What follows belongs to an exercise in optimizing a design on an open flow for small area and a short achievable clock period; a production flow would make more cautious choices.
Where RTL was checked, it was by simulation tests only, not by an equivalence proof against the original.

==> v12 <==
==> flow/design.v (excerpt) <==
module Verticle_Partition_ALU(
input [15:0] A, B,
input [2:0] op,
input clk,
input reset,
output reg [31:0] sol
    );
    wire op_add = (op == 3'b000);
    wire op_sub = (op == 3'b001);
    wire op_mul = (op == 3'b010);
    wire op_shr = (op == 3'b011);
    wire op_shl = (op == 3'b100);
    wire op_mod = (op == 3'b101);
    wire op_div = (op == 3'b110);
    wire op_and = (op == 3'b111);
    wire [16:0] as;
    adder u_add (.A(A), .B(B), .sub(op_sub), .S(as));
    wire        sh   = op_shl | op_shr;
    wire [3:0]  sa   = op_shr ? (4'd0 - B[3:0]) : B[3:0];
    wire [15:0] mb   = sh ? (16'd1 << sa) : B;
    wire [31:0] p;
    multiplier u_mul (.A(A), .B(mb), .P(p));
    wire [15:0] q, r;
    dividor u_div (.A(A), .B(B), .Q(q), .R(r));
    wire b_lt16 = ~|B[15:4];
    wire b_lt32 = ~|B[15:5];
    wire s_zero = ~|B[3:0];
    wire b_nz   = ~(b_lt16 & s_zero);
    wire run    = ~reset;
    wire lo_as  = run & (op_add | op_sub);
    wire lo_plo = run & (op_mul | (op_shl & b_lt32 & ~B[4]) | (op_shr & b_lt16 & s_zero));
    wire lo_phi = run & op_shr & b_lt16 & ~s_zero;
    wire lo_r   = run & op_mod & b_nz;
    wire lo_q   = run & op_div & b_nz;
    wire lo_and = run & op_and;
    wire hi_add = run & op_add;
    wire hi_sub = run & op_sub & ~as[16];
    wire hi_phi = run & (op_mul | (op_shl & b_lt32 & ~B[4]));
  ...
==> module multiplier, before the edit <==
module multiplier(input [15:0] A, input [15:0] B, output [31:0] P);
    wire [31:0] S [0:15];
    wire [32:0] C [0:15];
    genvar i, j, k;
    generate
        for (k = 0; k < 32; k = k + 1) begin : r0
            if (k < 16) begin : in
                assign S[0][k] = A[k] & B[0];
            end else begin : out
                assign S[0][k] = 1'b0;
            end
        end
        assign C[0] = 33'd0;
        for (j = 1; j < 16; j = j + 1) begin : row
            for (k = 0; k < 33; k = k + 1) begin : col
                if (k < 32 && (k < j || k > j + 15)) begin : pass
                    assign S[j][k] = S[j-1][k];
                end
                if (k <= j || k > j + 16) begin : pc
                    assign C[j][k] = (k <= j) ? 1'b0 : C[j-1][k];
                end
                if (k >= j && k <= j + 15) begin : add
                    wire a = A[k-j] & B[j];
                    wire b = S[j-1][k];
                    wire c = C[j-1][k];
                    wire h = a ^ b;
                    assign S[j][k]   = h ^ c;
                    assign C[j][k+1] = (a & b) | (h & c);
                end
            end
        end
        for (k = 0; k < 16; k = k + 1) begin : lo
            assign P[k] = S[15][k];
        end
    endgenerate
    wire [15:0] x = S[15][31:16];
    wire [15:0] y = C[15][31:16];
    wire [15:0] g = x & y;
    wire [15:0] p = x ^ y;
    wire G0 = g[1] | (p[1] & g[0]);
    wire Q0 = p[1] & p[0];
    wire G1 = g[3] | (p[3] & g[2]);
    wire Q1 = p[3] & p[2];
    wire G2 = g[5] | (p[5] & g[4]);
    wire Q2 = p[5] & p[4];
    wire G3 = g[7] | (p[7] & g[6]);
    wire Q3 = p[7] & p[6];
    wire G4 = g[9] | (p[9] & g[8]);
    wire Q4 = p[9] & p[8];
    wire G5 = g[11] | (p[11] & g[10]);
    wire Q5 = p[11] & p[10];
    wire G6 = g[13] | (p[13] & g[12]);
    wire Q6 = p[13] & p[12];
    wire G7 = g[15] | (p[15] & g[14]);
    wire Q7 = p[15] & p[14];
    wire G8 = G1 | (Q1 & G0);
    wire Q8 = Q1 & Q0;
    wire G9 = G3 | (Q3 & G2);
    wire Q9 = Q3 & Q2;
    wire G10 = G5 | (Q5 & G4);
    wire Q10 = Q5 & Q4;
    wire G11 = G7 | (Q7 & G6);
    wire Q11 = Q7 & Q6;
    wire G12 = G9 | (Q9 & G8);
    wire Q12 = Q9 & Q8;
    wire G13 = G11 | (Q11 & G10);
    wire Q13 = Q11 & Q10;
    wire G14 = G13 | (Q13 & G12);
    wire Q14 = Q13 & Q12;
    wire G15 = G10 | (Q10 & G12);
    wire Q15 = Q10 & Q12;
    wire G16 = G2 | (Q2 & G8);
    wire Q16 = Q2 & Q8;
    wire G17 = G4 | (Q4 & G12);
    wire Q17 = Q4 & Q12;
    wire G18 = G6 | (Q6 & G15);
    wire Q18 = Q6 & Q15;
    wire G19 = g[2] | (p[2] & G0);
    wire Q19 = p[2] & Q0;
    wire G20 = g[4] | (p[4] & G8);
    wire Q20 = p[4] & Q8;
    wire G21 = g[6] | (p[6] & G16);
    wire Q21 = p[6] & Q16;
    wire G22 = g[8] | (p[8] & G12);
    wire Q22 = p[8] & Q12;
    wire G23 = g[10] | (p[10] & G17);
    wire Q23 = p[10] & Q17;
    wire G24 = g[12] | (p[12] & G15);
    wire Q24 = p[12] & Q15;
    wire G25 = g[14] | (p[14] & G18);
    wire Q25 = p[14] & Q18;
    assign P[16] = p[0];
    assign P[17] = p[1] ^ g[0];
    assign P[18] = p[2] ^ G0;
    assign P[19] = p[3] ^ G19;
    assign P[20] = p[4] ^ G8;
    assign P[21] = p[5] ^ G20;
    assign P[22] = p[6] ^ G16;
    assign P[23] = p[7] ^ G21;
    assign P[24] = p[8] ^ G12;
    assign P[25] = p[9] ^ G22;
    assign P[26] = p[10] ^ G17;
    assign P[27] = p[11] ^ G23;
    assign P[28] = p[12] ^ G15;
    assign P[29] = p[13] ^ G24;
    assign P[30] = p[14] ^ G18;
    assign P[31] = p[15] ^ G25;
endmodule
Settings: LEC_CHECK=0, CAP_MARGIN=20, CORE_MARGIN=2, CORE_UTILIZATION=50, SLEW_MARGIN=20; clock period 110.0 ns.
standard.sh (not shown) runs the stock make flow with config.mk's settings and CLKGATE_MAP_FILE= SYNTH_SCRIPT=/design/flow/synth_recipe.tcl, a recipe that flattens the netlist after the stock synthesis.
==> flow/flow/run.sh <==
#!/bin/bash
# Standard layout (the standard.sh) with two changes:
#  - repair_timing aims for 71 ns of setup slack instead of 0, so that it
#    sizes the critical paths;
#  - the port buffers are sky130_fd_sc_hd__buf_1 (every port still gets one).
set -e
bash standard.sh SETUP_SLACK_MARGIN=71 "BUFFER_PORTS_ARGS=-buffer_cell sky130_fd_sc_hd__buf_1" finish > standard.log 2>&1
==> inputs of v1, as changes to v12 <==
==> flow/flow/run.sh (replaced) <==
#!/bin/bash
# Standard layout (the standard.sh) with two changes:
#  - repair_timing aims for 74 ns of setup slack instead of 0, so that it
#    sizes the critical paths;
#  - the port buffers are sky130_fd_sc_hd__buf_1 (every port still gets one).
set -e
bash standard.sh SETUP_SLACK_MARGIN=74 "BUFFER_PORTS_ARGS=-buffer_cell sky130_fd_sc_hd__buf_1" finish > standard.log 2>&1
- CORE_UTILIZATION: 50 -> 40
==> inputs of v9, as changes to v12 <==
--- a/flow/design.v
+++ b/flow/design.v
@@ -44,78 +44,13 @@
         end
-        for (k = 0; k < 16; k = k + 1) begin : lo
+        wire [16:0] rc;
+        assign rc[0] = 1'b0;
+        for (k = 0; k < 16; k = k + 1) begin : fin
             assign P[k] = S[15][k];
+            wire a = S[15][k+16];
+            wire b = C[15][k+16];
+            wire h = a ^ b;
+            assign P[k+16] = h ^ rc[k];
+            assign rc[k+1] = (a & b) | (h & rc[k]);
         end
     endgenerate
-    wire [15:0] x = S[15][31:16];
-    wire [15:0] y = C[15][31:16];
-    wire [15:0] g = x & y;
-    wire [15:0] p = x ^ y;
-    wire G0 = g[1] | (p[1] & g[0]);
-    wire Q0 = p[1] & p[0];
-    wire G1 = g[3] | (p[3] & g[2]);
-    wire Q1 = p[3] & p[2];
-    wire G2 = g[5] | (p[5] & g[4]);
-    wire Q2 = p[5] & p[4];
-    wire G3 = g[7] | (p[7] & g[6]);
-    wire Q3 = p[7] & p[6];
-    wire G4 = g[9] | (p[9] & g[8]);
-    wire Q4 = p[9] & p[8];
-    wire G5 = g[11] | (p[11] & g[10]);
-    wire Q5 = p[11] & p[10];
-    wire G6 = g[13] | (p[13] & g[12]);
-    wire Q6 = p[13] & p[12];
-    wire G7 = g[15] | (p[15] & g[14]);
-    wire Q7 = p[15] & p[14];
-    wire G8 = G1 | (Q1 & G0);
-    wire Q8 = Q1 & Q0;
-    wire G9 = G3 | (Q3 & G2);
-    wire Q9 = Q3 & Q2;
-    wire G10 = G5 | (Q5 & G4);
-    wire Q10 = Q5 & Q4;
-    wire G11 = G7 | (Q7 & G6);
-    wire Q11 = Q7 & Q6;
-    wire G12 = G9 | (Q9 & G8);
-    wire Q12 = Q9 & Q8;
-    wire G13 = G11 | (Q11 & G10);
-    wire Q13 = Q11 & Q10;
-    wire G14 = G13 | (Q13 & G12);
-    wire Q14 = Q13 & Q12;
-    wire G15 = G10 | (Q10 & G12);
-    wire Q15 = Q10 & Q12;
-    wire G16 = G2 | (Q2 & G8);
-    wire Q16 = Q2 & Q8;
-    wire G17 = G4 | (Q4 & G12);
-    wire Q17 = Q4 & Q12;
-    wire G18 = G6 | (Q6 & G15);
-    wire Q18 = Q6 & Q15;
-    wire G19 = g[2] | (p[2] & G0);
-    wire Q19 = p[2] & Q0;
-    wire G20 = g[4] | (p[4] & G8);
-    wire Q20 = p[4] & Q8;
-    wire G21 = g[6] | (p[6] & G16);
-    wire Q21 = p[6] & Q16;
-    wire G22 = g[8] | (p[8] & G12);
-    wire Q22 = p[8] & Q12;
-    wire G23 = g[10] | (p[10] & G17);
-    wire Q23 = p[10] & Q17;
-    wire G24 = g[12] | (p[12] & G15);
-    wire Q24 = p[12] & Q15;
-    wire G25 = g[14] | (p[14] & G18);
-    wire Q25 = p[14] & Q18;
-    assign P[16] = p[0];
-    assign P[17] = p[1] ^ g[0];
-    assign P[18] = p[2] ^ G0;
-    assign P[19] = p[3] ^ G19;
-    assign P[20] = p[4] ^ G8;
-    assign P[21] = p[5] ^ G20;
-    assign P[22] = p[6] ^ G16;
-    assign P[23] = p[7] ^ G21;
-    assign P[24] = p[8] ^ G12;
-    assign P[25] = p[9] ^ G22;
-    assign P[26] = p[10] ^ G17;
-    assign P[27] = p[11] ^ G23;
-    assign P[28] = p[12] ^ G15;
-    assign P[29] = p[13] ^ G24;
-    assign P[30] = p[14] ^ G18;
-    assign P[31] = p[15] ^ G25;
 endmodule
==> flow/flow/run.sh (replaced) <==
#!/bin/bash
# Standard layout (the standard.sh) with two changes:
#  - repair_timing aims for 68 ns of setup slack instead of 0, so that it
#    sizes the critical paths;
#  - the port buffers are sky130_fd_sc_hd__buf_1 (every port still gets one).
set -e
bash standard.sh SETUP_SLACK_MARGIN=68 "BUFFER_PORTS_ARGS=-buffer_cell sky130_fd_sc_hd__buf_1" finish > standard.log 2>&1
- CORE_UTILIZATION: 50 -> 40
==> summary.txt <==
die height=226.1 um; post-synthesis mux area share=0.3678%; sequential share of cell area=3.005%; ClkCell Share=0.6750%; fin nets=2941; post_cts resized=10; Crit path largest cell delay=0.63 ns; Synth cell types=95; status=no timing/DRC/antenna violations
That was v9.
==> summary.txt <==
status=no timing/DRC/antenna violations; post-synthesis mux area share=0.1012%; Crit path largest cell delay=0.51 ns; ClkCell Share=0.6680%; highest routed layer=met5; die height=226.4 um; fin nets=3278; # Taps=664; sequential share of cell area=2.343%; GR Layer Usage met3=7.205%; Final Hold Viols=0; Synth cell types=91; post_cts resized=378
That was v1.
==> summary.txt <==
fmax=26.03 MHz; die height=202.9 um; Crit path largest cell delay=0.54 ns; CTS Hold Bufs=0; mean area per synthesized cell=8.737 sq um; Synth Area in XOR/XNOR=5.267%; fin nets=2997; status=no timing/DRC/antenna violations; post-synthesis mux area share=0.1012%; sequential share of cell area=2.894%
That was v12.
The RTL of v9 was laid out without a check of its function.

==> re-timing with driven ports <==
No port has a modelled driver above. Below, the same layouts with a new extraction and two added sets of constraints. Step 1, drivers: a clkbuf_16 drives clk and a buf_2 each remaining input, both assumed. Step 2 also shifts input and output timing later by t, the mid clock arrival at the registers, as if the neighbouring blocks saw the same clock. Three values: no drivers, after step 1, after step 2; two values: the first two.
run	t, ns	slack for setup (ns)	latest minus earliest clock arrival (ns)
v12	0.325	71.588 / 71.602 / 71.277	0.007 / 0.007
v1	0.325	73.351 / 73.359 / 73.034	0.008 / 0.008
v9	0.322	68.845 / 68.860 / 68.539	0.013 / 0.013
After both steps every run listed still meets setup and hold. The setup slack of v1, which loses most, moves by +0.008 ns with the drivers and by -0.317 ns with both steps.
